Background: an optimization exercise with open tools, aiming at small area. Do not read the settings as production practice. The RTL was checked by simulation tests, not by an equivalence proof against the original design. No run shown here takes its clock network from TritonCTS; it comes from the design's own scripts or RTL. No driver is modelled on the clock port, so clock power and skew are understated where the tree is cut down; a real chip needs a root buffer or a tree. Power figures rest on the tool's default switching activity, not on a simulated workload.

## flow/design.v

```verilog
module CounterUD(
input wire clk, reset, En,
input wire [2:0] SW,
input wire UD,
output wire [7:0] LED,
output wire [7:0] Dao );
reg ca, cb;  
reg [2:0] r1;  
reg [6:0] r2;  
reg [9:0] r3;  
reg [12:0] r4;  
reg [16:0] r5;  
reg [19:0] r6;  
reg [19:0] r7;  
reg [7:1] fr;
reg p;
reg [7:0] cnt;
wire fb1 = ~(r1[2] ^ r1[1]);
wire e2 = ((r2 & 7'd115) == 7'd16);
wire e3 = ((r3 & 10'd943) == 10'd41);
wire e4 = ((r4 & 13'd8183) == 13'd1362);
wire e5 = ((r5 & 17'd128957) == 17'd16385);
wire e6 = ((r6 & 20'd491503) == 20'd279595);
wire e7 = ((r7 & 20'd1015807) == 20'd791585);
wire set1 = ~ca & ((r1 & 3'd1) == 3'd1);
wire clr1 = cb & ((r1 & 3'd7) == 3'd4);
wire set2 = ~ca & ((r2 & 7'd100) == 7'd4);
wire clr2 = cb & e2;
wire set3 = ~ca & ((r3 & 10'd415) == 10'd267);
wire clr3 = cb & e3;
wire set4 = ~ca & ((r4 & 13'd6775) == 13'd530);
wire clr4 = cb & e4;
wire set5 = ~ca & ((r5 & 17'd16363) == 17'd1);
wire clr5 = cb & e5;
wire set6 = ~ca & ((r6 & 20'd783867) == 20'd57651);
wire clr6 = cb & e6;
wire set7 = ~ca & ((r1 & 3'd3) == 3'd3) & ((r7 & 20'd1046491) == 20'd275457);
wire clr7 = cb & e7 & ((r1 & 3'd5) == 3'd4);
wire [7:0] f = {fr, ca};
wire s = En & f[SW];
wire [7:0] nx;
wire [7:0] c;  
assign c[0] = s & ~p;
genvar i;
generate for (i = 0; i < 7; i = i + 1) begin : g_ud
  if (i % 2 == 0) begin : g_even
    ud_even u (.ci(c[i]), .q(cnt[i]), .ud(UD), .co(c[i+1]), .qn(nx[i]));
  end else begin : g_odd
    ud_odd u (.ci(c[i]), .q(cnt[i]), .ud(UD), .co(c[i+1]), .qn(nx[i]));
  end
end endgenerate
ud_last u7 (.ci(c[7]), .q(cnt[7]), .qn(nx[7]));
always @(posedge clk, posedge reset)
if (reset) begin
  ca <= 1'b0; cb <= 1'b0;
  r1 <= 3'd0;
  r2 <= 7'd36;
  r3 <= 10'd66;
  r4 <= 13'd2736;
  r5 <= 17'd36996;
  r6 <= 20'd559188;
  r7 <= 20'd75843;
  fr <= 7'd0; p <= 1'b0; cnt <= 8'd0;
end else begin
  ca <= ~cb; cb <= ca & ~cb;
  r1 <= {r1[1:0], fb1};
  r2 <= {r2[5], r2[4], r2[3], r2[2], (r2[1] | e2), r2[0], (r2[6] ^ r2[5])};
  r3 <= {r3[8], r3[7], r3[6], r3[5], r3[4], (r3[3] & ~e3), r3[2], r3[1], r3[0], (r3[9] ^ r3[8])};
  r4 <= {r4[11], r4[10], r4[9], r4[8], r4[7], r4[6], r4[5], r4[4], r4[3], r4[2], (r4[1] & ~e4), r4[0], ~(r4[12] ^ r4[3])};
  r5 <= {r5[15], r5[14], r5[13], r5[12], r5[11], r5[10], r5[9], r5[8], r5[7], r5[6], r5[5], r5[4], r5[3], r5[2], r5[1], (r5[0] & ~e5), (r5[16] ^ r5[2])};
  r6 <= {r6[18], r6[17], r6[16], r6[15], r6[14], r6[13], r6[12], r6[11], r6[10], r6[9], r6[8], r6[7], r6[6], r6[5], r6[4], r6[3], r6[2], r6[1], (r6[0] & ~e6), ~(r6[19] ^ r6[2])};
  r7 <= {(r7[18] & ~e7), r7[17], r7[16], r7[15], r7[14], r7[13], r7[12], r7[11], r7[10], r7[9], r7[8], r7[7], r7[6], r7[5], r7[4], r7[3], r7[2], r7[1], r7[0], (r7[19] ^ r7[16])};
  fr[1] <= set1 | (fr[1] & ~clr1);
  fr[2] <= set2 | (fr[2] & ~clr2);
  fr[3] <= set3 | (fr[3] & ~clr3);
  fr[4] <= set4 | (fr[4] & ~clr4);
  fr[5] <= set5 | (fr[5] & ~clr5);
  fr[6] <= set6 | (fr[6] & ~clr6);
  fr[7] <= set7 | (fr[7] & ~clr7);
  p <= s;
  cnt <= nx;
end
assign LED = cnt;
assign Dao = ~cnt;
endmodule
module ud_even(input wire ci, q, ud, output wire co, qn);
assign co = ~(ci & (q ^ ud));
assign qn = q ^ ci;
endmodule
module ud_odd(input wire ci, q, ud, output wire co, qn);
assign co = ~(ci | ~(q ^ ud));
assign qn = ~(q ^ ci);
endmodule
module ud_last(input wire ci, q, output wire qn);
assign qn = ~(q ^ ci);
endmodule
```

## flow/flow/run.sh

```bash
#!/bin/bash
# Standard ORFS layout (standard.sh) with changes that only affect cell sizes and buffers:
# - combinational cells downsized after synthesis (later repair steps upsize where needed),
# - port buffers are buf_1,
# - CTS without dummy loads; its tree is then replaced by four leaf buffers driven from the
#   clock port (reclock_step.tcl), one per group of nearby registers.
set -euo pipefail
R=orfs/results/$FLOW_PLATFORM/CounterUD/base
export BUFFER_PORTS_ARGS="-buffer_cell sky130_fd_sc_hd__buf_1"
export CTS_ARGS="-sink_clustering_enable -repair_clock_nets -dont_use_dummy_load -buf_list sky130_fd_sc_hd__clkbuf_8"
bash standard.sh synth > run_synth.log 2>&1
DOWNSIZE_ODB=$R/1_synth.odb openroad -no_init -exit flow/downsize.tcl > run_downsize.log 2>&1
bash standard.sh cts > run_cts.log 2>&1
RECLOCK_ODB=$R/4_cts.odb RECLOCK_SDC=$R/4_cts.sdc RECLOCK_K=4 RECLOCK_BUF=sky130_fd_sc_hd__clkbuf_8 \
  RECLOCK_SIZES="sky130_fd_sc_hd__clkbuf_8 sky130_fd_sc_hd__clkbuf_16" RECLOCK_SLEW=0.105 \
  openroad -no_init -exit flow/reclock_step.tcl > run_reclock.log 2>&1
bash standard.sh finish > run_finish.log 2>&1
```

## flow/flow/downsize.tcl

```tcl
# Swap every combinational cell of the synthesized netlist to the smallest cell with the
# same function (same base name, other drive strength); registers and buffers are left alone.
set odb $::env(DOWNSIZE_ODB)
read_db $odb
set db [ord::get_db]
set block [ord::get_db_block]
set best [dict create]
foreach lib [$db getLibs] {
  foreach m [$lib getMasters] {
    set n [$m getName]
    if {[regexp {^(sky130_fd_sc_hd__[a-z0-9]+)_([0-9]+)$} $n -> base drive]} {
      set a [expr {[$m getWidth] * [$m getHeight]}]
      if {![dict exists $best $base] || $a < [lindex [dict get $best $base] 1]} {
        dict set best $base [list $m $a]
      }
    }
  }
}
set n 0
foreach inst [$block getInsts] {
  set m [$inst getMaster]
  set name [$m getName]
  if {![regexp {^(sky130_fd_sc_hd__[a-z0-9]+)_([0-9]+)$} $name -> base drive]} { continue }
  if {[regexp {__(df|dl|sdf|buf|clkbuf|inv|clkinv|conb|tap)} $name]} { continue }
  set nm [lindex [dict get $best $base] 0]
  if {[$nm getName] ne $name && [expr {[$nm getWidth]*[$nm getHeight]}] < [expr {[$m getWidth]*[$m getHeight]}]} {
    puts "downsize [$inst getName] $name -> [$nm getName]"
    $inst swapMaster $nm
    incr n
  }
}
puts "downsized $n cells"
write_db $odb
```

## flow/flow/reclock.tcl

```tcl
# Rebuild the clock tree that CTS made as K leaf buffers driven straight from the clock port.
# Sinks are split into K groups by k-means on their locations; each buffer sits at its
# group's centroid and is legalized by detailed placement.
set K $::env(RECLOCK_K)
set bufname $::env(RECLOCK_BUF)
set block [ord::get_db_block]
set db [ord::get_db]
set bt [$block findBTerm clk]
set clknet [$bt getNet]
set master [$db findMaster $bufname]
# walk the tree from the port: collect buffers and register clock pins
set sinks {}
set bufs {}
set front [list $clknet]
while {[llength $front]} {
  set net [lindex $front 0]; set front [lrange $front 1 end]
  foreach it [$net getITerms] {
    if {[$it isOutputSignal]} { continue }
    set inst [$it getInst]
    set mn [[$inst getMaster] getName]
    if {[string match *clkbuf* $mn] || [string match *clkinv* $mn] || [string match *__buf_* $mn]} {
      if {[string match *clkinv* $mn]} { error "inverter in clock tree" }
      lappend bufs $inst
      foreach o [$inst getITerms] { if {[$o isOutputSignal] && [$o getNet] ne "NULL"} { lappend front [$o getNet] } }
    } else {
      lappend sinks $it
    }
  }
}
puts "reclock: [llength $bufs] old buffers, [llength $sinks] sinks"
# sink locations
set pts {}
foreach it $sinks {
  set b [[$it getInst] getBBox]
  lappend pts [list [expr {([$b xMin]+[$b xMax])/2}] [expr {([$b yMin]+[$b yMax])/2}]]
}
# k-means, seeded along x sorted order
set n [llength $pts]
set sorted [lsort -real -index 0 $pts]
set cent {}
for {set k 0} {$k < $K} {incr k} { lappend cent [lindex $sorted [expr {int(($k+0.5)*$n/$K)}]] }
for {set iter 0} {$iter < 50} {incr iter} {
  set asg {}
  foreach p $pts {
    set bk 0; set bd 1e30
    for {set k 0} {$k < $K} {incr k} {
      set c [lindex $cent $k]
      set d [expr {abs([lindex $p 0]-[lindex $c 0]) + abs([lindex $p 1]-[lindex $c 1])}]
      if {$d < $bd} { set bd $d; set bk $k }
    }
    lappend asg $bk
  }
  set nc {}
  for {set k 0} {$k < $K} {incr k} {
    set sx 0; set sy 0; set cnt 0
    foreach p $pts a $asg { if {$a == $k} { set sx [expr {$sx+[lindex $p 0]}]; set sy [expr {$sy+[lindex $p 1]}]; incr cnt } }
    if {$cnt} { lappend nc [list [expr {$sx/$cnt}] [expr {$sy/$cnt}]] } else { lappend nc [lindex $cent $k] }
  }
  set cent $nc
}
# remove the old tree
foreach it $sinks { $it disconnect }
foreach inst $bufs {
  foreach o [$inst getITerms] {
    set nn [$o getNet]
    if {$nn ne "NULL" && [$o isOutputSignal]} { $o disconnect; odb::dbNet_destroy $nn } else { $o disconnect }
  }
  odb::dbInst_destroy $inst
}
# new leaf buffers
for {set k 0} {$k < $K} {incr k} {
  set inst [odb::dbInst_create $block $master "clkleaf_$k"]
  set net [odb::dbNet_create $block "clkleaf_net_$k"]
  $net setSigType CLOCK
  foreach it [$inst getITerms] {
    set mt [[$it getMTerm] getName]
    if {$mt eq "A"} { $it connect $clknet } elseif {$mt eq "X"} { $it connect $net }
  }
  set c [lindex $cent $k]
  $inst setLocation [expr {int([lindex $c 0])}] [expr {int([lindex $c 1])}]
  $inst setPlacementStatus PLACED
  set cnt 0
  foreach it $sinks a $asg { if {$a == $k} { $it connect $net; incr cnt } }
  puts "reclock: leaf $k at $c drives $cnt sinks"
}
```

## flow/flow/reclock_step.tcl

```tcl
# Replace the clock tree CTS built with RECLOCK_K leaf buffers driven straight from the clock
# port (k-means groups of registers, each buffer sized to keep clock-pin slew low), then
# legalize. Runs between ORFS's cts and global route steps.
set plat $::env(FLOW_HOME)/platforms/$::env(FLOW_PLATFORM)
read_liberty $plat/lib/sky130_fd_sc_hd__tt_025C_1v80.lib
read_db $::env(RECLOCK_ODB)
read_sdc $::env(RECLOCK_SDC)
source $plat/setRC.tcl
source [file dirname [info script]]/reclock.tcl
detailed_placement
estimate_parasitics -placement
source [file dirname [info script]]/sizeleaf.tcl
detailed_placement
check_placement -verbose
set_propagated_clock [all_clocks]
estimate_parasitics -placement
report_clock_skew
report_worst_slack -min
report_worst_slack -max
write_db $::env(RECLOCK_ODB)
```

## flow/flow/sizeleaf.tcl

```tcl
# After reclock.tcl: size each leaf buffer to the smallest of RECLOCK_SIZES whose sinks'
# clock slew stays under RECLOCK_SLEW (ns), by placement parasitics.
set_propagated_clock [all_clocks]
set sizes $::env(RECLOCK_SIZES)
set target $::env(RECLOCK_SLEW)
proc leaf_slew {k} {
  set net [[ord::get_db_block] findNet "clkleaf_net_$k"]
  set ms 0
  foreach it [$net getITerms] {
    if {[$it isOutputSignal]} { continue }
    set pin [get_pins [[$it getInst] getName]/[[$it getMTerm] getName]]
    foreach p {slew_max_rise slew_max_fall} { set s [get_property $pin $p]; if {$s > $ms} {set ms $s} }
  }
  return $ms
}
for {set k 0} {$k < $::env(RECLOCK_K)} {incr k} {
  set inst [[ord::get_db_block] findInst "clkleaf_$k"]
  foreach sz $sizes {
    replace_cell [get_cells clkleaf_$k] $sz
    estimate_parasitics -placement
    set s [leaf_slew $k]
    puts "reclock: leaf $k $sz slew $s"
    if {$s <= $target} { break }
  }
}
```

## flow/standard.sh

```bash
#!/bin/bash
# synth_recipe.tcl (not shown) runs the flow's synth.tcl, then flattens the netlist and writes it again
# the make line also repeats each setting of config.mk as NAME=value (left out here)
make -C /OpenROAD-flow-scripts/flow DESIGN_CONFIG=/design/flow/config.mk WORK_HOME=/design/flow/orfs CLKGATE_MAP_FILE= SYNTH_SCRIPT=/design/flow/synth_recipe.tcl "${@:-finish}"
```

## flow/config.mk

```make
export PLATFORM = sky130hd
export DESIGN_NAME = CounterUD
export DESIGN_NICKNAME = CounterUD
export VERILOG_FILES = /design/flow/design.v
export SDC_FILE = /design/flow/constraint.sdc
export NUM_CORES = 4
export LEC_CHECK = 0
export CAP_MARGIN = 5
export CORE_MARGIN = 2
export CORE_UTILIZATION = 55
export SLEW_MARGIN = 5
export SYNTH_HIERARCHICAL = 1
export SYNTH_MINIMUM_KEEP_SIZE = 0
```

## flow/constraint.sdc

```tcl
create_clock -name core_clock -period 10.0 [get_ports {clk}]
set_input_delay 2.0000 -clock core_clock [delete_from_list [all_inputs] [get_ports {clk}]]
set_output_delay 2.0000 -clock core_clock [all_outputs]
set_load 0.01 [all_outputs]
```

==> flow_summary.json, run 1 <==
{
  "rsz0062_at_grt": "no",
  "postCtsSetupBuffers": 0,
  "period_needed_ns": 3.88,
  "cp-end-kind": "flop",
  "start_util": 0.559,
  "place_area_um2": 3680,
  "cpMostUsedCell": "nand2_1",
  "worst_pin_slew_ns": 1.09,
  "hpwlAfterDp_um": 3360,
  "critPathTopFamily": "simple AND/OR/NAND/NOR gates",
  "peakVddDrop_mv": 0.220,
  "fillers": 489,
  "finalWeightedCongestion": 0.784,
  "synthDistinctLibCells": 37,
  "avgSynthCellArea_um2": 16.3,
  "powerDensity_nw_per_um2": 186,
  "std_cell_rows": 29,
  "wl_um": 5080,
  "comb_power_share": 0.094,
  "routedWlPerCell_um": 16.0,
  "timing.slew.headroom": 0.274,
  "num_io_pins": 23,
  "timing.final.crit_share": 0.388,
  "overflow": 0,
  "slowest_stage": "mux4_2",
  "syn_nets": 222,
  "clock_skew_ns": 0.0121,
  "synthAdderAreaFrac": 0.00359,
  "drive_above_1_share": 0.145,
  "antenna_found_initial": 0,
  "r2r_cells": 12,
  "synth_top_area_frac": 0.596,
  "num_vias": 1663,
  "crit_buf_inv": 1,
  "layout_commonest_cell": "dfrtp_1",
  "path_max_fanout": 2,
  "final_core_util": 0.605,
  "postRouteAntennaNets": 0,
  "setup_slack_ns": 6.12,
  "grt_use_total": 0.159,
  "die_h_um": 83.6,
  "synthXorXnorAreaFrac": 0.0527,
  "design_area_um2": 3780,
  "p_sw_frac": 0.219,
  "clk_pin_slew_ns": 0.09,
  "pwr-share-clk": 0.243,
  "seq_power_share": 0.663,
  "ys_seq_area_frac": 0.784,
  "yosys.area_share.simple": 0.105,
  "synth_mux_area_frac": 0.0158,
  "synthCells": 214,
  "p_sw_mw": 0.154,
  "hold_violations": 0,
  "finalSetupTns_ns": 0,
  "arrival_ns": 3.93,
  "drt_iter0_drc": 70,
  "cp.depth": 13,
  "synth_top_family_by_area": "simple AND/OR/NAND/NOR gates",
  "place_inst": 314,
  "synth_compound_area_frac": 0.0233,
  "cts.sink_count": 108,
  "worstPathCellList": "buf_1 -> mux4_2 -> mux2i_1 -> nor2b_1 -> nor2b_1 -> nand2_1 -> nor2_1 -> nand2_1 -> nor2_1 -> nand2_1 -> nor2_1 -> nand2_1 -> xnor2_1",
  "ys_seq_elements": 108,
  "p_leak_nw": 1.68,
  "stdcell_count": 318,
  "syn-cell-area_um2": 3490,
  "design.core.area_um2": 6240,
  "required_ns": 10.05,
  "area_growth_syn_to_layout_pct": 8.29,
  "dieArea_um2": 6990,
  "place_ws_ns": 5.89,
  "cap_violations": 0,
  "ctsResizeCount": 0,
  "yosys_warnings": 7,
  "slowest_delay_ns": 0.33,
  "num-nets-final": 251,
  "yosysTopAreaCell": "dfrtp_1",
  "diodes": 0,
  "io_buffers": 22,
  "cts_hold_buf": 0,
  "drt-pass1-iter-count": 4,
  "clk_latency_ns": 0.16,
  "crit_type": "in -> reg",
  "status": "timing/DRC/antenna clean",
  "min_path_type": "reg -> reg",
  "grt_max_degree": 93,
  "holdPathStages": 0,
  "grt_pass1_wl_um": 8710,
  "fmax_mhz": 258,
  "grt_pass1_vias": 1707,
  "mostFrequentLayoutCells": "dfrtp_1 (83), dfstp_2 (25), buf_1 (22), inv_1 (13), xor2_1 (11)",
  "die_x_um": 83.6,
  "finalMaxSlewViolations": 0,
  "synth_area_leaders": "dfrtp_1 (60%), dfstp_2 (19%), xor2_1 (2.8%), xnor2_1 (2.5%), inv_1 (1.5%)",
  "post_drt_via_cell_ratio": 5.23,
  "finalSetupViolations": 0,
  "drcViolationCount": 0,
  "start_kind": "input pin",
  "internal_power_mw": 0.549
}
## final cells by class
| cell class | count | area [um2] | share of cell area |
|---|---|---|---|
| multi-input combinational | 92 | 701 | 0.186 |
| timing repair buffer | 23 | 90.1 | 0.0239 |
| sequential | 108 | 2730 | 0.724 |
| inverter | 14 | 55.1 | 0.0146 |
| buffer | 4 | 100 | 0.0265 |
| tap | 77 | 96.3 | 0.0255 |
## modules after synthesis, one instance, submodules excluded
| module | cells inside | times used |
|---|---|---|
| ud_last | 1 | 1 |
| ud_even | 3 | 4 |
| CounterUD | 192 | 1 |
| ud_odd | 3 | 3 |
## per-stage QoR
step / power, mW / hold WS [ns]
after floorplan: 0.515 / 0.331
after global routing: 0.739 / 0.377
after CTS: 0.742 / 0.365
final: 0.703 / 0.362
after detailed placement: 0.542 / 0.343
after global placement: 0.541 / 0.341
## worst reg2reg max path, cell delays in order (launching register included)
cell and delay [ns]:
dfrtp_1 0.55, mux4_2 0.29, mux2i_1 0.07, nor2b_1 0.14, nor2b_1 0.21, nand2_1 0.12, nor2_1 0.17, nand2_1 0.11
nor2_1 0.17, nand2_1 0.10, nor2_1 0.17, nand2_1 0.09, xnor2_1 0.13
## registers in the layout, summed over array words and instances (netlist names)
register  flops
r6           20
r7           20
r5           17
r4           13
r3           10
cnt           8
fr            7
r2            7
r1            3
ca            1
cb            1
p             1
## cell families after synthesis
kind of cell / Yosys count
simple gates: 57
mux: 3
flops: 108
compound gates: 10
xor+xnor: 21
fa+ha+maj: 1
buf+inv: 14
## power by group through the flow
stage / registers, mW / clock network [mW] / logic, mW
finish: 0.467 / 0.171 / 0.0660
global placement: 0.474 / 0 / 0.0671
detailed placement: 0.475 / 0 / 0.0675
global route: 0.470 / 0.195 / 0.0743
CTS: 0.467 / 0.208 / 0.0674
floorplan: 0.479 / 0 / 0.0367
## routing by layer
metal | up-vias | part of all wire | wire (um) | global-route usage
met1 | 861 | 0.49 | 2470 | 0.236
met5 | - | 0 | 0 | 0
met2 | 16 | 0.48 | 2420 | 0.239
met3 | 4 | 0.028 | 141 | 0.0455
met4 | 0 | 0.010 | 51 | 0.0352
li1 | 782 | - | - | -
## cell usage after synthesis
| library cell | n |
|---|---|
| or4_1 | 1 |
| nor4bb_1 | 4 |
| a32o_1 | 1 |
| or3_1 | 1 |
| dfrtp_1 | 83 |
| nand3b_1 | 2 |
| or4b_1 | 1 |
| or2_2 | 1 |
| nand3_1 | 1 |
| nor2_1 | 9 |
| a21boi_0 | 1 |
| and4b_1 | 1 |
| o2bb2ai_1 | 2 |
| o41ai_1 | 1 |
| ha_1 | 1 |
| and4_1 | 1 |
| mux2i_1 | 1 |
| xnor2_1 | 10 |
| nand4_1 | 4 |
| a22o_1 | 1 |
| xor2_1 | 11 |
| nor4b_1 | 5 |
| mux4_2 | 2 |
| nor3b_1 | 1 |
| nor2b_1 | 5 |
| nand4bb_1 | 3 |
| o32a_1 | 1 |
| or4b_2 | 1 |
| nor3_1 | 1 |
| dfstp_2 | 25 |
| a31oi_1 | 1 |
| nor4_1 | 3 |
| nand2_1 | 10 |
| inv_1 | 14 |
| o21ai_0 | 1 |
| a21o_1 | 1 |
| and2_1 | 2 |
## worst paths after layout
check | start | endpoint | slack [ns]
hold reg to reg | r2[3] | r2[4] | 0.36
hold / removal | r2[3] | r2[4] | 0.36
setup reg to reg | ca | cnt[7] | 7.57
setup / recovery | SW[0] | cnt[7] | 6.12
min in group asynchronous | reset | r5[13] | 1.74
max in group asynchronous | reset | r7[19] | 6.93
==> run 2: changes to the inputs <==
--- a/flow/config.mk
+++ b/flow/config.mk
@@ -5,9 +5,9 @@
 export SDC_FILE = /design/flow/constraint.sdc
 export NUM_CORES = 4
 export LEC_CHECK = 0
-export CAP_MARGIN = 5
+export CAP_MARGIN = 20
 export CORE_MARGIN = 2
 export CORE_UTILIZATION = 55
-export SLEW_MARGIN = 5
+export SLEW_MARGIN = 20
 export SYNTH_HIERARCHICAL = 1
 export SYNTH_MINIMUM_KEEP_SIZE = 0
==> flow_summary.json, run 2 <==
{
  "required_ns": 10.05,
  "finalSetupTns_ns": 0,
  "place_ws_ns": 5.89,
  "io_buffers": 22,
  "powerDensity_nw_per_um2": 186,
  "grt_pass1_vias": 1707,
  "worstPathCellList": "buf_1 -> mux4_2 -> mux2i_1 -> nor2b_1 -> nor2b_1 -> nand2_1 -> nor2_1 -> nand2_1 -> nor2_1 -> nand2_1 -> nor2_1 -> nand2_1 -> xnor2_1",
  "num_io_pins": 23,
  "postCtsSetupBuffers": 0,
  "synthCells": 214,
  "cts_hold_buf": 0,
  "overflow": 0,
  "start_util": 0.559,
  "yosys_warnings": 7,
  "slowest_delay_ns": 0.33,
  "finalWeightedCongestion": 0.784,
  "hold_violations": 0,
  "antenna_found_initial": 0,
  "start_kind": "input pin",
  "cp-end-kind": "flop",
  "crit_buf_inv": 1,
  "drt-pass1-iter-count": 4,
  "ctsResizeCount": 0,
  "drt_iter0_drc": 70,
  "finalMaxSlewViolations": 0,
  "wl_um": 5070,
  "worst_pin_slew_ns": 0.782,
  "post_drt_via_cell_ratio": 5.23,
  "ys_seq_area_frac": 0.784,
  "place_inst": 314,
  "diodes": 0,
  "grt_pass1_wl_um": 8710,
  "min_path_type": "reg -> reg",
  "finalSetupViolations": 0,
  "reg.largest.list": "r6 x20, r7 x20, r5 x17",
  "final_core_util": 0.606,
  "synthDistinctLibCells": 37,
  "die_h_um": 83.6,
  "grt_max_degree": 93,
  "drcViolationCount": 0,
  "postRouteAntennaNets": 0,
  "mostFrequentLayoutCells": "dfrtp_1 (83), dfstp_2 (25), buf_1 (22), inv_1 (13), xor2_1 (11)",
  "synth_top_area_frac": 0.596,
  "dieArea_um2": 6990,
  "design.core.area_um2": 6240,
  "timing.slew.headroom": 0.479,
  "setup_slack_ns": 6.12,
  "cts.sink_count": 108,
  "area_growth_syn_to_layout_pct": 8.40,
  "p_leak_nw": 1.68,
  "ys_seq_elements": 108,
  "synth_edf_count": 0,
  "die_x_um": 83.6,
  "syn-cell-area_um2": 3490,
  "path_max_fanout": 2,
  "yosysTopAreaCell": "dfrtp_1",
  "cap_violations": 0,
  "std_cell_rows": 29,
  "num_vias": 1664,
  "routedWlPerCell_um": 15.9,
  "stdcell_count": 318,
  "fmax_mhz": 258,
  "peakVddDrop_mv": 0.220,
  "grt_use_total": 0.159,
  "slowest_stage": "mux4_2",
  "num-nets-final": 251,
  "critPathTopFamily": "simple AND/OR/NAND/NOR gates",
  "synth_flop_cell": "dfrtp_1",
  "hold_ws_ns": 0.362,
  "clk_latency_ns": 0.16,
  "ys_top_cells_by_count": "dfrtp_1 (83), dfstp_2 (25), inv_1 (14), xor2_1 (11)",
  "clk_pin_slew_ns": 0.09,
  "synth_area_leaders": "dfrtp_1 (60%), dfstp_2 (19%), xor2_1 (2.8%), xnor2_1 (2.5%), inv_1 (1.5%)",
  "status": "timing/DRC/antenna clean",
  "rsz0062_at_grt": "no",
  "period_needed_ns": 3.88,
  "async_reset_ff_frac": 1.00,
  "layout_commonest_cell": "dfrtp_1",
  "syn_nets": 222,
  "yosysMostFrequentCell": "dfrtp_1",
  "timing.final.crit_share": 0.388,
  "crit_type": "in -> reg",
  "clock_skew_ns": 0.0121,
  "drive_above_1_share": 0.145,
  "avgSynthCellArea_um2": 16.3,
  "arrival_ns": 3.93,
  "hpwlAfterDp_um": 3360,
  "cpMostUsedCell": "nand2_1"
}
run 2: worst paths after layout:
kind | startpoint | end | slack, ns | cells past startpoint
min in group asynchronous | reset | r5[13] | 1.74 | 2
setup reg to reg | ca | cnt[7] | 7.57 | 12
hold reg to reg | r2[3] | r2[4] | 0.36 | 0
hold / removal | r2[3] | r2[4] | 0.36 | 0
max in group asynchronous | reset | r7[19] | 7.24 | 3
setup / recovery | SW[0] | cnt[7] | 6.12 | 13
run 2: per-stage QoR:
stage / power (mW) / cell area (um2)
global placement: 0.541 / 3680
global route: 0.740 / 3780
floorplan: 0.515 / 3490
finish: 0.703 / 3780
CTS: 0.742 / 3800
detailed placement: 0.542 / 3680
run 2: per-layer routing:
metal	up-vias	GRT usage	share of wire
met3	4	0.0455	0.028
li1	782	-	-
met2	16	0.239	0.48
met5	-	0	0
met4	0	0.0352	0.010
met1	862	0.236	0.49
run 2: kinds of logic after synthesis:
kind of cell,synth area share
flip-flops,0.784
AND/OR/NAND/NOR,0.105
XOR/XNOR,0.0527
buffers and inverters,0.0151
AO/OA/AOI/OAI,0.0233
multiplexers,0.0158
adder cells (fa/ha/maj),0.00359
run 2: modules after synthesis, one instance, submodules excluded:
module	area, um2	times used	flops+latches
ud_odd	21.3	3	0
ud_even	21.3	4	0
ud_last	8.76	1	0
CounterUD	3330	1	108
run 2: area by class of cell:
| cell class | instances | area [um2] |
|---|---|---|
| Buffer | 4 | 100 |
| Fill cell | 490 | 2460 |
| Inverter | 14 | 55.1 |
| Multi-Input combinational cell | 92 | 701 |
| Sequential cell | 108 | 2730 |
| Tap cell | 77 | 96.3 |
| Timing Repair Buffer | 23 | 93.8 |
run 2: power by group:
part	total, mW	switching [mW]	internal, mW	leakage [nW]
Sequential	0.467	0.0170	0.450	1.34
Combinational	0.0662	0.0401	0.0261	0.292
Clock	0.171	0.0972	0.0735	0.0493
==> run 3: changes to the inputs <==
--- a/flow/design.v
+++ b/flow/design.v
@@ -17,24 +17,24 @@
 reg [7:0] cnt;
 wire fb1 = ~(r1[2] ^ r1[1]);
 wire e2 = ((r2 & 7'd115) == 7'd16);
-wire e3 = ((r3 & 10'd943) == 10'd41);
-wire e4 = ((r4 & 13'd8183) == 13'd1362);
+wire e3 = ((r3 & 10'd863) == 10'd73);
+wire e4 = ((r4 & 13'd8187) == 13'd681);
 wire e5 = ((r5 & 17'd128957) == 17'd16385);
-wire e6 = ((r6 & 20'd491503) == 20'd279595);
-wire e7 = ((r7 & 20'd1015807) == 20'd791585);
+wire e6 = ((r6 & 20'd983037) == 20'd567400);
+wire e7 = ((r7 & 20'd1040383) == 20'd984328);
 wire set1 = ~ca & ((r1 & 3'd1) == 3'd1);
 wire clr1 = cb & ((r1 & 3'd7) == 3'd4);
 wire set2 = ~ca & ((r2 & 7'd100) == 7'd4);
 wire clr2 = cb & e2;
-wire set3 = ~ca & ((r3 & 10'd415) == 10'd267);
+wire set3 = ~ca & ((r3 & 10'd821) == 10'd0);
 wire clr3 = cb & e3;
-wire set4 = ~ca & ((r4 & 13'd6775) == 13'd530);
+wire set4 = ~ca & ((r4 & 13'd7483) == 13'd265);
 wire clr4 = cb & e4;
 wire set5 = ~ca & ((r5 & 17'd16363) == 17'd1);
 wire clr5 = cb & e5;
-wire set6 = ~ca & ((r6 & 20'd783867) == 20'd57651);
+wire set6 = ~ca & ((r6 & 20'd704383) == 20'd557420);
 wire clr6 = cb & e6;
-wire set7 = ~ca & ((r1 & 3'd3) == 3'd3) & ((r7 & 20'd1046491) == 20'd275457);
+wire set7 = ~ca & ((r1 & 3'd3) == 3'd3) & ((r7 & 20'd1048054) == 20'd855296);
 wire clr7 = cb & e7 & ((r1 & 3'd5) == 3'd4);
 wire [7:0] f = {fr, ca};
 wire s = En & f[SW];
@@ -55,21 +55,21 @@
   ca <= 1'b0; cb <= 1'b0;
   r1 <= 3'd0;
   r2 <= 7'd36;
-  r3 <= 10'd66;
-  r4 <= 13'd2736;
+  r3 <= 10'd18;
+  r4 <= 13'd1368;
   r5 <= 17'd36996;
-  r6 <= 20'd559188;
-  r7 <= 20'd75843;
+  r6 <= 20'd213200;
+  r7 <= 20'd805392;
   fr <= 7'd0; p <= 1'b0; cnt <= 8'd0;
 end else begin
   ca <= ~cb; cb <= ca & ~cb;
   r1 <= {r1[1:0], fb1};
   r2 <= {r2[5], r2[4], r2[3], r2[2], (r2[1] | e2), r2[0], (r2[6] ^ r2[5])};
-  r3 <= {r3[8], r3[7], r3[6], r3[5], r3[4], (r3[3] & ~e3), r3[2], r3[1], r3[0], (r3[9] ^ r3[8])};
-  r4 <= {r4[11], r4[10], r4[9], r4[8], r4[7], r4[6], r4[5], r4[4], r4[3], r4[2], (r4[1] & ~e4), r4[0], ~(r4[12] ^ r4[3])};
+  r3 <= {r3[8], r3[7], (r3[6] & ~e3), r3[5], r3[4], r3[3], r3[2], r3[1], r3[0], ~(r3[9] ^ r3[6])};
+  r4 <= {r4[11], r4[10], r4[9], r4[8], r4[7], r4[6], r4[5], r4[4], r4[3], r4[2], r4[1], (r4[0] & ~e4), ~(r4[12] ^ r4[3])};
   r5 <= {r5[15], r5[14], r5[13], r5[12], r5[11], r5[10], r5[9], r5[8], r5[7], r5[6], r5[5], r5[4], r5[3], r5[2], r5[1], (r5[0] & ~e5), (r5[16] ^ r5[2])};
-  r6 <= {r6[18], r6[17], r6[16], r6[15], r6[14], r6[13], r6[12], r6[11], r6[10], r6[9], r6[8], r6[7], r6[6], r6[5], r6[4], r6[3], r6[2], r6[1], (r6[0] & ~e6), ~(r6[19] ^ r6[2])};
-  r7 <= {(r7[18] & ~e7), r7[17], r7[16], r7[15], r7[14], r7[13], r7[12], r7[11], r7[10], r7[9], r7[8], r7[7], r7[6], r7[5], r7[4], r7[3], r7[2], r7[1], r7[0], (r7[19] ^ r7[16])};
+  r6 <= {r6[18], r6[17], r6[16], r6[15], r6[14], r6[13], r6[12], (r6[11] & ~e6), r6[10], r6[9], r6[8], r6[7], r6[6], r6[5], r6[4], r6[3], r6[2], r6[1], r6[0], ~(r6[19] ^ r6[0])};
+  r7 <= {r7[18], r7[17], (r7[16] & ~e7), r7[15], r7[14], r7[13], r7[12], r7[11], r7[10], r7[9], r7[8], r7[7], r7[6], r7[5], r7[4], r7[3], r7[2], r7[1], r7[0], (r7[19] ^ r7[16])};
   fr[1] <= set1 | (fr[1] & ~clr1);
   fr[2] <= set2 | (fr[2] & ~clr2);
   fr[3] <= set3 | (fr[3] & ~clr3);
==> flow_summary.json, run 3 <==
{
  "grt_pass1_vias": 1764,
  "wl_met3_um": 172,
  "reg2reg_slack_ns": 7.52,
  "cts_hold_buf": 0,
  "num_vias": 1685,
  "routedWlPerCell_um": 16.2,
  "layout_commonest_cell": "dfrtp_1",
  "worst_pin_slew_ns": 0.810,
  "period_needed_ns": 3.93,
  "finalSetupViolations": 0,
  "critPathTopFamily": "simple AND/OR/NAND/NOR gates",
  "status": "timing/DRC/antenna clean",
  "reg.largest.list": "r6 x20, r7 x20, r5 x17",
  "p_total_mw": 0.721,
  "min_path_type": "reg -> reg",
  "setup_slack_ns": 6.07,
  "die_h_um": 83.4,
  "cpMostUsedCell": "nand2_1",
  "antenna_found_initial": 0,
  "ys_seq_elements": 108,
  "postCtsSetupBuffers": 0,
  "peakVddDrop_mv": 0.145,
  "syn-cell-area_um2": 3470,
  "clk_latency_ns": 0.17,
  "postRouteAntennaNets": 0,
  "wl_um": 5100,
  "clk_pin_slew_ns": 0.11,
  "drive_above_1_share": 0.146,
  "drt-pass1-iter-count": 3,
  "grt_use_total": 0.160,
  "ys_top_cells_by_count": "dfrtp_1 (83), dfstp_2 (25), nor2_1 (14)",
  "wl_met2_um": 2240,
  "synthDistinctLibCells": 38,
  "design_area_um2": 3760,
  "timing.slew.headroom": 0.460,
  "design.core.area_um2": 5990,
  "path_max_fanout": 2,
  "num_io_pins": 23,
  "overflow": 0,
  "avgSynthCellArea_um2": 16.3,
  "timing.final.crit_share": 0.393,
  "mostFrequentLayoutCells": "dfrtp_1 (83), dfstp_2 (25), buf_1 (22), nor2_1 (14)",
  "post_drt_via_cell_ratio": 5.37,
  "hold_violations": 0,
  "dieArea_um2": 6950,
  "grt_pass1_wl_um": 8750,
  "arrival_ns": 3.99,
  "cts.sink_count": 108,
  "drt_iter0_drc": 117,
  "worstPathCellList": "buf_1 -> mux4_2 -> mux2i_1 -> nor2b_1 -> nor2b_1 -> nand2_1 -> nor2_1 -> nand2_1 -> nor2_1 -> nand2_1 -> nor2_1 -> nand2_1 -> xnor2_1",
  "yosysTopAreaCell": "dfrtp_1",
  "slowest_delay_ns": 0.34,
  "synthCells": 212,
  "die_x_um": 83.4,
  "crit_buf_inv": 1,
  "synth_area_leaders": "dfrtp_1 (60%), dfstp_2 (19%), xnor2_1 (2.8%), xor2_1 (2.8%), nor2_1 (1.5%)",
  "synth_top_area_frac": 0.597,
  "hpwlAfterDp_um": 3310,
  "ys_seq_area_frac": 0.786,
  "yosysMostFrequentCell": "dfrtp_1",
  "cp-end-kind": "flop",
  "drcViolationCount": 0,
  "grt_max_degree": 96,
  "slowest_stage": "mux4_2",
  "num-nets-final": 248,
  "rsz0062_at_grt": "no",
  "ctsResizeCount": 0,
  "required_ns": 10.07,
  "finalWeightedCongestion": 0.786,
  "place_ws_ns": 5.87,
  "yosys_warnings": 7,
  "diodes": 0,
  "synth_edf_count": 0,
  "finalSetupTns_ns": 0,
  "async_reset_ff_frac": 1.00,
  "io_buffers": 22,
  "start_kind": "input pin",
  "crit_type": "in -> reg",
  "p_leak_nw": 1.67,
  "clock_skew_ns": 0.0248,
  "std_cell_rows": 28,
  "powerDensity_nw_per_um2": 192,
  "cap_violations": 0,
  "wl_met1_um": 2580,
  "synth_flop_cell": "dfrtp_1",
  "finalMaxSlewViolations": 0,
  "place_area_um2": 3650,
  "fmax_mhz": 255,
  "start_util": 0.579,
  "yosys_area_um2": 3480,
  "syn_nets": 219,
  "area_growth_syn_to_layout_pct": 8.38,
  "dr.max_layer_used": "met4"
}
==> run 3: cell count changes in the layout (fill, tap and decap cells not counted), moves of 2 or more <==
cell       before  now
inv_1          13   10
o41ai_1         1    3
nor4b_1         5    3
nand4bb_1       3    0
nor2_1          9   14
==> run 3: layer usage <==
metal,track usage,up-vias
met5,0,-
met4,0.0537,0
met3,0.0388,9
met2,0.234,28
met1,0.240,876
li1,-,772
==> run 3: path summary, 6_finish.rpt <==
path	startpoint	to	cells past startpoint
min in group asynchronous	reset	r7[16]	2
setup reg to reg	ca	cnt[7]	12
hold reg to reg	r5[8]	r5[9]	0
hold / removal	r5[8]	r5[9]	0
max in group asynchronous	reset	r1[1]	3
setup / recovery	SW[0]	cnt[7]	13
==> run 3: cell families after synthesis <==
logic type                count (synthesis)  share of synthesized area
muxes                                     3                     0.0158
AOI/OAI and AO/OA                        13                     0.0313
DFF                                     108                      0.786
and+or+nand+nor                          55                     0.0993
xor gates and xnor gates                 22                     0.0554
buffers and inverters                    11                     0.0119
==> run 3: layout make-up <==
cell class              count  area [um2]
multi-input cells          93         691
well taps                  75        93.8
inverters                  11        43.8
plain buffers               4         100
flip-flops and latches    108        2730
fillers                   446        2230
repair buffers             23        93.8
==> run 3: worst reg2reg max path, stage by stage (launching register included) <==
cell and delay, ns:
dfrtp_1 0.54, mux4_2 0.29, mux2i_1 0.07, nor2b_1 0.14, nor2b_1 0.21, nand2_1 0.11, nor2_1 0.19, nand2_1 0.11
nor2_1 0.19, nand2_1 0.11, nor2_1 0.19, nand2_1 0.09, xnor2_1 0.13
==> run 3: per-stage QoR <==
step / hold WS [ns] / std cells / utilization
CTS: 0.344 / 319 / 0.630
finish: 0.359 / 314 / 0.627
floorplan: 0.331 / 212 / -
global placement: 0.334 / 310 / 0.610
detailed placement: 0.336 / 310 / 0.610
global route: 0.370 / 314 / 0.627
==> run 3: modules after synthesis (local to each module, per instance) <==
module | times used | cells inside | flip-flops and latches
ud_last | 1 | 1 | 0
CounterUD | 1 | 190 | 108
ud_odd | 3 | 3 | 0
ud_even | 4 | 3 | 0
==> run 3: power breakdown <==
part           switching (mW)  total (mW)  internal (mW)
registers              0.0191       0.471          0.452
clock network           0.100       0.174         0.0736
logic                  0.0459      0.0768         0.0309
total                   0.165       0.721          0.556
==> run 4: changes to the inputs <==
--- a/flow/config.mk
+++ b/flow/config.mk
@@ -5,9 +5,9 @@
 export SDC_FILE = /design/flow/constraint.sdc
 export NUM_CORES = 4
 export LEC_CHECK = 0
-export CAP_MARGIN = 20
+export CAP_MARGIN = 5
 export CORE_MARGIN = 2
 export CORE_UTILIZATION = 55
-export SLEW_MARGIN = 20
+export SLEW_MARGIN = 5
 export SYNTH_HIERARCHICAL = 1
 export SYNTH_MINIMUM_KEEP_SIZE = 0
==> flow_summary.json, run 4 <==
{
  "finalSetupViolations": 0,
  "arrival_ns": 3.99,
  "hold_violations": 0,
  "syn_nets": 219,
  "reg.largest.list": "r6 x20, r7 x20, r5 x17",
  "synthDistinctLibCells": 38,
  "clk_pin_slew_ns": 0.11,
  "finalSetupTns_ns": 0,
  "drt_iter0_drc": 113,
  "cts_hold_buf": 0,
  "timing.final.crit_share": 0.393,
  "grt_max_degree": 96,
  "place_ws_ns": 5.87,
  "min_path_type": "reg -> reg",
  "powerDensity_nw_per_um2": 192,
  "wl_met1_um": 2590,
  "hpwlAfterDp_um": 3310,
  "num_vias": 1688,
  "critPathTopFamily": "simple AND/OR/NAND/NOR gates",
  "wl_met3_um": 172,
  "die_h_um": 83.4,
  "drcViolationCount": 0,
  "num_io_pins": 23,
  "drive_above_1_share": 0.146,
  "syn-cell-area_um2": 3470,
  "cp-end-kind": "flop",
  "dr.max_layer_used": "met4",
  "wl_um": 5110,
  "required_ns": 10.07,
  "ys_seq_elements": 108,
  "start_kind": "input pin",
  "diodes": 0,
  "setup_slack_ns": 6.07,
  "final_core_util": 0.626,
  "antenna_found_initial": 0,
  "synth_edf_count": 0,
  "layout_commonest_cell": "dfrtp_1",
  "peakVddDrop_mv": 0.145,
  "cts.sink_count": 108,
  "area_growth_syn_to_layout_pct": 8.27,
  "drt-pass1-iter-count": 3,
  "worstPathCellList": "buf_1 -> mux4_2 -> mux2i_1 -> nor2b_1 -> nor2b_1 -> nand2_1 -> nor2_1 -> nand2_1 -> nor2_1 -> nand2_1 -> nor2_1 -> nand2_1 -> xnor2_1",
  "path_max_fanout": 2,
  "worst_pin_slew_ns": 1.13,
  "postRouteAntennaNets": 0,
  "dieArea_um2": 6950,
  "synth_area_leaders": "dfrtp_1 (60%), dfstp_2 (19%), xnor2_1 (2.8%), xor2_1 (2.8%), nor2_1 (1.5%)",
  "finalWeightedCongestion": 0.786,
  "synth_top_area_frac": 0.597,
  "ctsResizeCount": 0,
  "postCtsSetupBuffers": 0,
  "post_drt_via_cell_ratio": 5.38,
  "hold_ws_ns": 0.359,
  "num-nets-final": 248,
  "clk_latency_ns": 0.17,
  "async_reset_ff_frac": 1.00,
  "avgSynthCellArea_um2": 16.3,
  "start_util": 0.579,
  "design.core.area_um2": 5990,
  "timing.slew.headroom": 0.249,
  "grt_use_total": 0.160,
  "ys_seq_area_frac": 0.786,
  "crit_buf_inv": 1,
  "wl_met2_um": 2240,
  "slowest_delay_ns": 0.34,
  "grt_pass1_wl_um": 8750,
  "io_buffers": 22,
  "yosys_warnings": 7,
  "std_cell_rows": 28,
  "p_leak_nw": 1.67,
  "rsz0062_at_grt": "no",
  "synth_flop_cell": "dfrtp_1",
  "cpMostUsedCell": "nand2_1",
  "cap_violations": 0,
  "yosysTopAreaCell": "dfrtp_1",
  "clock_skew_ns": 0.0248,
  "die_x_um": 83.4,
  "mostFrequentLayoutCells": "dfrtp_1 (83), dfstp_2 (25), buf_1 (22), nor2_1 (14)",
  "routedWlPerCell_um": 16.3,
  "slowest_stage": "mux4_2",
  "overflow": 0,
  "reg2reg_slack_ns": 7.52,
  "synthCells": 212,
  "period_needed_ns": 3.93,
  "p_total_mw": 0.721,
  "fmax_mhz": 255,
  "crit_type": "in -> reg",
  "finalMaxSlewViolations": 0,
  "status": "timing/DRC/antenna clean",
  "ys_top_cells_by_count": "dfrtp_1 (83), dfstp_2 (25), nor2_1 (14)",
  "grt_pass1_vias": 1764,
  "yosysMostFrequentCell": "dfrtp_1",
  "yosys_area_um2": 3480
}
[run 4: cell counts after synthesis]
Identical to the previous run, type by type.
[run 4: cell families after synthesis]
| group | after synthesis | synth area share |
|---|---|---|
| mux | 3 | 0.0158 |
| compound gates | 13 | 0.0313 |
| flops | 108 | 0.786 |
| simple gates | 55 | 0.0993 |
| xor+xnor | 22 | 0.0554 |
| buf+inv | 11 | 0.0119 |
[run 4: path summary, 6_finish.rpt]
path | start | endpoint | depth (start not counted)
setup / recovery | SW[0] | cnt[7] | 13
hold / removal | r5[8] | r5[9] | 0
setup reg to reg | ca | cnt[7] | 12
hold reg to reg | r5[8] | r5[9] | 0
max in group asynchronous | reset | r1[1] | 3
min in group asynchronous | reset | r7[16] | 2
[run 4: routing by layer]
metal | global-route usage | vias to the layer above
met5 | 0 | -
met4 | 0.0537 | 0
met3 | 0.0388 | 9
met2 | 0.234 | 28
met1 | 0.240 | 879
li1 | - | 772
[run 4: layout make-up]
cell class                      instances  area, um2
Timing Repair Buffer                   23       90.1
Inverter                               11       43.8
Fill cell                             448       2240
Multi-Input combinational cell         93        691
Tap cell                               75       93.8
Sequential cell                       108       2730
Buffer                                  4        100
[run 4: per-stage QoR]
step           std cells  area (um2)
2_1_floorplan        212        3470
3_3_place_gp         310        3650
3_5_place_dp         310        3650
4_1_cts              319        3780
5_1_grt              314        3750
6_report             314        3750
[run 4: power by group]
part	switching (mW)	leakage [nW]	internal [mW]	total [mW]
clock network	0.0999	0.0493	0.0736	0.173
registers	0.0191	1.33	0.452	0.471
logic	0.0458	0.287	0.0308	0.0766
[run 4: Yosys stat by module (local to each module, per instance)]
module / flops+latches / cell area [um2] / cells inside
ud_last: 0 / 8.76 / 1
ud_odd: 0 / 21.3 / 3
ud_even: 0 / 21.3 / 3
CounterUD: 108 / 3320 / 190
==> run 5: changes to the inputs <==
==> flow/flow/run.sh (replaced) <==
#!/bin/bash
# Standard ORFS layout (standard.sh) with changes that only affect cell sizes and buffers:
# - combinational cells downsized after synthesis (later repair steps upsize where needed),
# - port buffers are buf_1,
# - CTS without dummy loads; its tree is then replaced by four leaf buffers driven from the
#   clock port (reclock_step.tcl), one per group of nearby registers (one group kept
#   small so a smaller buffer can drive it).
set -euo pipefail
R=orfs/results/$FLOW_PLATFORM/CounterUD/base
export BUFFER_PORTS_ARGS="-buffer_cell sky130_fd_sc_hd__buf_1"
export CTS_ARGS="-sink_clustering_enable -repair_clock_nets -dont_use_dummy_load -buf_list sky130_fd_sc_hd__clkbuf_8"
bash standard.sh synth > run_synth.log 2>&1
DOWNSIZE_ODB=$R/1_synth.odb openroad -no_init -exit flow/downsize.tcl > run_downsize.log 2>&1
bash standard.sh cts > run_cts.log 2>&1
RECLOCK_ODB=$R/4_cts.odb RECLOCK_SDC=$R/4_cts.sdc RECLOCK_K=4 RECLOCK_SMALL=18 RECLOCK_BUF=sky130_fd_sc_hd__clkbuf_8 \
  RECLOCK_SIZES="sky130_fd_sc_hd__clkbuf_8 sky130_fd_sc_hd__clkbuf_16" RECLOCK_SLEW=0.105 \
  openroad -no_init -exit flow/reclock_step.tcl > run_reclock.log 2>&1
bash standard.sh finish > run_finish.log 2>&1
--- a/flow/flow/reclock.tcl
+++ b/flow/flow/reclock.tcl
@@ -58,6 +58,39 @@
   }
   set cent $nc
 }
+# optionally shrink the smallest group to RECLOCK_SMALL sinks (so a smaller buffer can drive it),
+# moving its farthest sinks to the nearest other group
+if {[info exists ::env(RECLOCK_SMALL)] && $K > 1} {
+  set small $::env(RECLOCK_SMALL)
+  set cnts {}
+  for {set k 0} {$k < $K} {incr k} { lappend cnts [llength [lsearch -all -exact $asg $k]] }
+  set ks [lsearch -exact $cnts [tcl::mathfunc::min {*}$cnts]]
+  set c [lindex $cent $ks]
+  while {[llength [lsearch -all -exact $asg $ks]] > $small} {
+    set far -1; set fd -1
+    foreach i [lsearch -all -exact $asg $ks] {
+      set p [lindex $pts $i]
+      set d [expr {abs([lindex $p 0]-[lindex $c 0]) + abs([lindex $p 1]-[lindex $c 1])}]
+      if {$d > $fd} { set fd $d; set far $i }
+    }
+    set p [lindex $pts $far]; set bk -1; set bd 1e30
+    for {set k 0} {$k < $K} {incr k} {
+      if {$k == $ks} { continue }
+      set cc [lindex $cent $k]
+      set d [expr {abs([lindex $p 0]-[lindex $cc 0]) + abs([lindex $p 1]-[lindex $cc 1])}]
+      if {$d < $bd} { set bd $d; set bk $k }
+    }
+    lset asg $far $bk
+  }
+  # recompute centroids
+  set nc {}
+  for {set k 0} {$k < $K} {incr k} {
+    set sx 0; set sy 0; set cnt 0
+    foreach p $pts a $asg { if {$a == $k} { set sx [expr {$sx+[lindex $p 0]}]; set sy [expr {$sy+[lindex $p 1]}]; incr cnt } }
+    if {$cnt} { lappend nc [list [expr {$sx/$cnt}] [expr {$sy/$cnt}]] } else { lappend nc [lindex $cent $k] }
+  }
+  set cent $nc
+}
 # remove the old tree
 foreach it $sinks { $it disconnect }
 foreach inst $bufs {
==> flow_summary.json, run 5 <==
{
  "yosys_warnings": 7,
  "grt_pass1_wl_um": 8750,
  "mostFrequentLayoutCells": "dfrtp_1 (83), dfstp_2 (25), buf_1 (22), nor2_1 (14)",
  "min_from": "r6[16]",
  "grt_use_total": 0.161,
  "clk_pin_slew_ns": 0.12,
  "io_buffers": 22,
  "synthDistinctLibCells": 38,
  "drive_above_1_share": 0.146,
  "finalSetupTns_ns": 0,
  "num_io_pins": 23,
  "avgSynthCellArea_um2": 16.3,
  "hold_violations": 0,
  "powerDensity_nw_per_um2": 190,
  "timing.final.crit_share": 0.391,
  "num-nets-final": 248,
  "yosysTopAreaCell": "dfrtp_1",
  "clock_skew_ns": 0.0226,
  "multiInputGateArea_um2": 691,
  "cp-end-kind": "flop",
  "synth_flop_cell": "dfrtp_1",
  "startpoint": "SW[0]",
  "drt_iter0_drc": 121,
  "fmax_mhz": 255,
  "clk_latency_ns": 0.17,
  "postRouteAntennaNets": 0,
  "fillers": 451,
  "required_ns": 10.08,
  "die_x_um": 83.4,
  "layout_commonest_cell": "dfrtp_1",
  "setup_slack_ns": 6.09,
  "start_util": 0.579,
  "cts.sink_count": 108,
  "postCtsSetupBuffers": 0,
  "drcViolationCount": 0,
  "cts_hold_buf": 0,
  "arrival_ns": 3.99,
  "place_area_um2": 3650,
  "design.core.area_um2": 5990,
  "ys_top_cells_by_count": "dfrtp_1 (83), dfstp_2 (25), nor2_1 (14)",
  "ctsResizeCount": 0,
  "ys_seq_elements": 108,
  "finalWeightedCongestion": 0.786,
  "r2r_cells": 12,
  "min_path_type": "reg -> reg",
  "drt-pass1-iter-count": 3,
  "r2r-start": "ca",
  "ys_seq_area_frac": 0.786,
  "yosysMostFrequentCell": "dfrtp_1",
  "synth_area_leaders": "dfrtp_1 (60%), dfstp_2 (19%), xnor2_1 (2.8%), xor2_1 (2.8%), nor2_1 (1.5%)",
  "regArea_um2": 2730,
  "syn-cell-area_um2": 3470,
  "hpwlAfterDp_um": 3310,
  "stdcell_count": 314,
  "place_ws_ns": 5.87,
  "routedWlPerCell_um": 16.1,
  "synthCells": 212,
  "dieArea_um2": 6950,
  "std_cell_rows": 28,
  "status": "timing/DRC/antenna clean",
  "async_reset_ff_frac": 1.00,
  "design_area_um2": 3740,
  "period_needed_ns": 3.91,
  "path_max_fanout": 2,
  "diodes": 0,
  "worst_pin_slew_ns": 1.13,
  "yosys_area_um2": 3480,
  "overflow": 0,
  "holdPathStages": 0,
  "grt_pass1_vias": 1751,
  "crit_type": "in -> reg",
  "antenna_found_initial": 0,
  "grt_max_degree": 96,
  "p_leak_nw": 1.66,
  "peakVddDrop_mv": 0.136,
  "post_drt_via_cell_ratio": 5.40,
  "finalSetupViolations": 0,
  "num_vias": 1697,
  "timing.slew.headroom": 0.250,
  "start_kind": "input pin",
  "rsz0062_at_grt": "no",
  "reg.largest.list": "r6 x20, r7 x20, r5 x17",
  "area_growth_syn_to_layout_pct": 7.94,
  "cap_violations": 0,
  "syn_nets": 219,
  "wl_um": 5050,
  "die_h_um": 83.4,
  "synth_edf_count": 0,
  "synth_top_area_frac": 0.597,
  "place_inst": 310,
  "finalMaxSlewViolations": 0
}
[run 5: cell counts after synthesis]
Identical to the previous run, type by type.
[run 5: path summary, 6_finish.rpt]
kind / to / slack [ns]
max: cnt[7] / 6.09
min: r6[17] / 0.34
max reg2reg: cnt[7] / 7.52
min reg2reg: r6[17] / 0.34
max in group asynchronous: r1[1] / 6.93
min in group asynchronous: r7[16] / 1.73
[run 5: metal layers]
layer / global-route usage / vias up / share of wire
met5: 0 / - / 0
li1: - / 771 / -
met1: 0.246 / 890 / 0.51
met2: 0.229 / 27 / 0.44
met4: 0.0537 / 0 / 0.020
met3: 0.0388 / 9 / 0.034
[run 5: cell families (layout without fill, tap and decap cells)]
kind of cell	Yosys count	after routing	share of synthesized area
compound gates	13	13	0.0313
simple gates	55	55	0.0993
mux	3	3	0.0158
flops	108	108	0.786
xor+xnor	22	22	0.0554
buf+inv	11	38	0.0119
[run 5: worst max-delay path, cell delays in order]
cell and delay, ns:
buf_1 0.11, mux4_2 0.34, mux2i_1 0.07, nor2b_1 0.13, nor2b_1 0.21, nand2_1 0.11, nor2_1 0.19, nand2_1 0.11
nor2_1 0.19, nand2_1 0.11, nor2_1 0.19, nand2_1 0.09, xnor2_1 0.13
[run 5: layout make-up]
type | count | area share
inverter | 11 | 0.0117
buffer | 4 | 0.0237
tap | 75 | 0.0251
timing repair buffer | 23 | 0.0241
sequential | 108 | 0.731
multi-input combinational | 93 | 0.185
[run 5: report_power, final]
part | switching (mW) | internal (mW)
Clock | 0.0991 | 0.0649
Combinational | 0.0459 | 0.0308
Sequential | 0.0190 | 0.452
Total | 0.164 | 0.548
[run 5: metrics by stage]
stage / hold WS, ns / utilization / power, mW
finish: 0.339 / 0.624 / 0.712
CTS: 0.344 / 0.630 / 0.760
global route: 0.349 / 0.624 / 0.747
floorplan: 0.331 / - / 0.527
global placement: 0.334 / 0.610 / 0.556
detailed placement: 0.336 / 0.610 / 0.558
[run 5: per-module statistics from Yosys (local to each module, per instance)]
| module | cells inside | flip-flops and latches | area (um2) |
|---|---|---|---|
| CounterUD | 190 | 108 | 3320 |
| ud_even | 3 | 0 | 21.3 |
| ud_odd | 3 | 0 | 21.3 |
| ud_last | 1 | 0 | 8.76 |
==> run 6: changes to the inputs <==
--- a/flow/flow/run.sh
+++ b/flow/flow/run.sh
@@ -12,7 +12,7 @@
 bash standard.sh synth > run_synth.log 2>&1
 DOWNSIZE_ODB=$R/1_synth.odb openroad -no_init -exit flow/downsize.tcl > run_downsize.log 2>&1
 bash standard.sh cts > run_cts.log 2>&1
-RECLOCK_ODB=$R/4_cts.odb RECLOCK_SDC=$R/4_cts.sdc RECLOCK_K=4 RECLOCK_SMALL=18 RECLOCK_BUF=sky130_fd_sc_hd__clkbuf_8 \
+RECLOCK_ODB=$R/4_cts.odb RECLOCK_SDC=$R/4_cts.sdc RECLOCK_K=4 RECLOCK_SMALL=18 RECLOCK_CAP=31 RECLOCK_BUF=sky130_fd_sc_hd__clkbuf_8 \
   RECLOCK_SIZES="sky130_fd_sc_hd__clkbuf_8 sky130_fd_sc_hd__clkbuf_16" RECLOCK_SLEW=0.105 \
   openroad -no_init -exit flow/reclock_step.tcl > run_reclock.log 2>&1
 bash standard.sh finish > run_finish.log 2>&1
--- a/flow/flow/reclock.tcl
+++ b/flow/flow/reclock.tcl
@@ -76,6 +76,7 @@
     set p [lindex $pts $far]; set bk -1; set bd 1e30
     for {set k 0} {$k < $K} {incr k} {
       if {$k == $ks} { continue }
+      if {[llength [lsearch -all -exact $asg $k]] >= $::env(RECLOCK_CAP)} { continue }
       set cc [lindex $cent $k]
       set d [expr {abs([lindex $p 0]-[lindex $cc 0]) + abs([lindex $p 1]-[lindex $cc 1])}]
       if {$d < $bd} { set bd $d; set bk $k }
==> flow_summary.json, run 6 <==
{
  "status": "timing/DRC/antenna clean",
  "cts.sink_count": 108,
  "synth_mux_area_frac": 0.0158,
  "p_leak_nw": 1.66,
  "overflow": 0,
  "synth_flop_cell": "dfrtp_1",
  "synthAdderAreaFrac": 0,
  "place_ws_ns": 5.87,
  "required_ns": 10.07,
  "ys_seq_area_frac": 0.786,
  "yosysMostFrequentCell": "dfrtp_1",
  "cap_violations": 0,
  "start_util": 0.579,
  "worst_pin_slew_ns": 1.12,
  "cts_hold_buf": 0,
  "finalSetupTns_ns": 0,
  "reg.largest.list": "r6 x20, r7 x20, r5 x17",
  "synth_compound_area_frac": 0.0313,
  "postCtsSetupBuffers": 0,
  "syn_nets": 219,
  "drcViolationCount": 0,
  "timing.slew.headroom": 0.252,
  "place_area_um2": 3650,
  "hold_violations": 0,
  "grt_pass1_vias": 1742,
  "routedWlPerCell_um": 16.3,
  "synthXorXnorAreaFrac": 0.0554,
  "yosys_warnings": 7,
  "post_drt_via_cell_ratio": 5.39,
  "dieArea_um2": 6950,
  "cp-end-kind": "flop",
  "design.core.area_um2": 5990,
  "syn-cell-area_um2": 3470,
  "mostFrequentLayoutCells": "dfrtp_1 (83), dfstp_2 (25), buf_1 (22), nor2_1 (14)",
  "ctsResizeCount": 0,
  "min_path_type": "reg -> reg",
  "setup_slack_ns": 6.07,
  "layout_commonest_cell": "dfrtp_1",
  "peakVddDrop_mv": 0.135,
  "avgSynthCellArea_um2": 16.3,
  "fmax_mhz": 255,
  "drt-pass1-iter-count": 3,
  "finalWeightedCongestion": 0.786,
  "synth_top_area_frac": 0.597,
  "hpwlAfterDp_um": 3310,
  "async_reset_ff_frac": 1.00,
  "start_kind": "input pin",
  "diodes": 0,
  "design_area_um2": 3740,
  "rsz0062_at_grt": "no",
  "wl_um": 5100,
  "ys_top_cells_by_count": "dfrtp_1 (83), dfstp_2 (25), nor2_1 (14)",
  "die_x_um": 83.4,
  "num-nets-final": 248,
  "p_total_mw": 0.714,
  "finalMaxSlewViolations": 0,
  "clock_skew_ns": 0.0173,
  "yosys.area_share.simple": 0.0993,
  "grt_use_total": 0.161,
  "grt_max_degree": 96,
  "postRouteAntennaNets": 0,
  "num_vias": 1693,
  "std_cell_rows": 28,
  "grt_pass1_wl_um": 8770,
  "synth_top_family_by_area": "simple AND/OR/NAND/NOR gates",
  "area_growth_syn_to_layout_pct": 7.94,
  "drive_above_1_share": 0.146,
  "crit_type": "in -> reg",
  "finalSetupViolations": 0,
  "hold_ws_ns": 0.348,
  "period_needed_ns": 3.93,
  "clk_pin_slew_ns": 0.11,
  "synthCells": 212,
  "die_h_um": 83.4,
  "antenna_found_initial": 0,
  "synth_edf_count": 0,
  "io_buffers": 22,
  "timing.final.crit_share": 0.393,
  "yosysTopAreaCell": "dfrtp_1",
  "yosys_area_um2": 3480,
  "drt_iter0_drc": 106,
  "ys_seq_elements": 108,
  "num_io_pins": 23,
  "powerDensity_nw_per_um2": 191,
  "synth_area_leaders": "dfrtp_1 (60%), dfstp_2 (19%), xnor2_1 (2.8%), xor2_1 (2.8%), nor2_1 (1.5%)",
  "path_max_fanout": 2,
  "synthDistinctLibCells": 38,
  "arrival_ns": 4.00,
  "clk_latency_ns": 0.17
}
==> run 6: cell counts after synthesis <==
Identical to the previous run, type by type.
==> run 6: power by group <==
group | switching, mW | leakage, nW | internal (mW) | total, mW
Sequential | 0.0191 | 1.33 | 0.452 | 0.471
Combinational | 0.0458 | 0.287 | 0.0308 | 0.0766
Clock | 0.101 | 0.0442 | 0.0650 | 0.166
Total | 0.166 | 1.66 | 0.548 | 0.714
==> run 6: cell type report <==
type / instances / area, um2
inverter: 11 / 43.8
timing repair buffer: 23 / 90.1
buffer: 4 / 88.8
multi-input combinational: 93 / 691
sequential: 108 / 2730
tap: 75 / 93.8
fill: 451 / 2250
==> run 6: per-module statistics from Yosys, one instance, submodules excluded <==
module     times used  cell area [um2]  flops+latches
CounterUD           1             3320            108
ud_even             4             21.3              0
ud_odd              3             21.3              0
ud_last             1             8.76              0
==> run 6: per-layer routing <==
metal,global-route usage,share of wire,up-vias
li1,-,-,770
met1,0.250,0.50,885
met2,0.229,0.45,27
met3,0.0268,0.028,11
met4,0.0671,0.023,0
met5,0,0,-
==> run 6: kinds of logic (layout without fill, tap and decap cells) <==
kind of cell | after synthesis | count (layout)
flops | 108 | 108
simple gates | 55 | 55
xor+xnor | 22 | 22
compound gates | 13 | 13
buf+inv | 11 | 38
mux | 3 | 3
==> run 6: stage by stage <==
step,cells,utilization
floorplan,212,-
global placement,310,0.610
detailed placement,310,0.610
CTS,319,0.630
global route,314,0.624
finish,314,0.624
==> run 6: final timing paths <==
kind	start	end	slack (ns)	cells past startpoint
worst min register to register	r6[16]	r6[17]	0.35	0
min in group asynchronous	reset	r7[16]	1.71	2
worst max register to register	ca	cnt[7]	7.51	12
worst max-delay path	SW[0]	cnt[7]	6.07	13
worst min-delay path	r6[16]	r6[17]	0.35	0
max in group asynchronous	reset	r4[1]	6.95	3
==> run 6: worst max-delay path: stages <==
cell and delay, ns:
buf_1 0.11, mux4_2 0.34, mux2i_1 0.07, nor2b_1 0.14, nor2b_1 0.21, nand2_1 0.11
nor2_1 0.19, nand2_1 0.11, nor2_1 0.19, nand2_1 0.11, nor2_1 0.19, nand2_1 0.09
xnor2_1 0.13

-- separate check: timing with driven ports --
Ports are ideal in the flow. The routed layouts listed here were re-timed in OpenROAD. Step 1 sets driving cells, clkbuf_16 on the clock port and buf_2 on the other inputs (assumed; they add their load-dependent delay and slew). Step 2 also shifts input and output timing later by t, the mid clock arrival at the registers, as if the neighbouring blocks saw the same clock. a / b / c = ideal / step 1 / step 2; a / b = the first two.
| run | shift t [ns] | setup WS [ns] | cell pins on the clock port's net |
|---|---|---|---|
| run 1 | 0.228 | 6.119 / 6.167 / 5.939 | 4 |
| run 2 | 0.228 | 6.119 / 6.167 / 5.939 | 4 |
| run 3 | 0.230 | 6.072 / 6.123 / 5.892 | 4 |
| run 4 | 0.230 | 6.072 / 6.123 / 5.892 | 4 |
| run 5 | 0.233 | 6.085 / 6.133 / 5.900 | 4 |
| run 6 | 0.229 | 6.074 / 6.120 / 5.890 | 4 |
After both steps every run listed still meets setup and hold. For run 5, which loses most, drivers alone change the setup slack by +0.048 ns; drivers and shift together by -0.185 ns.
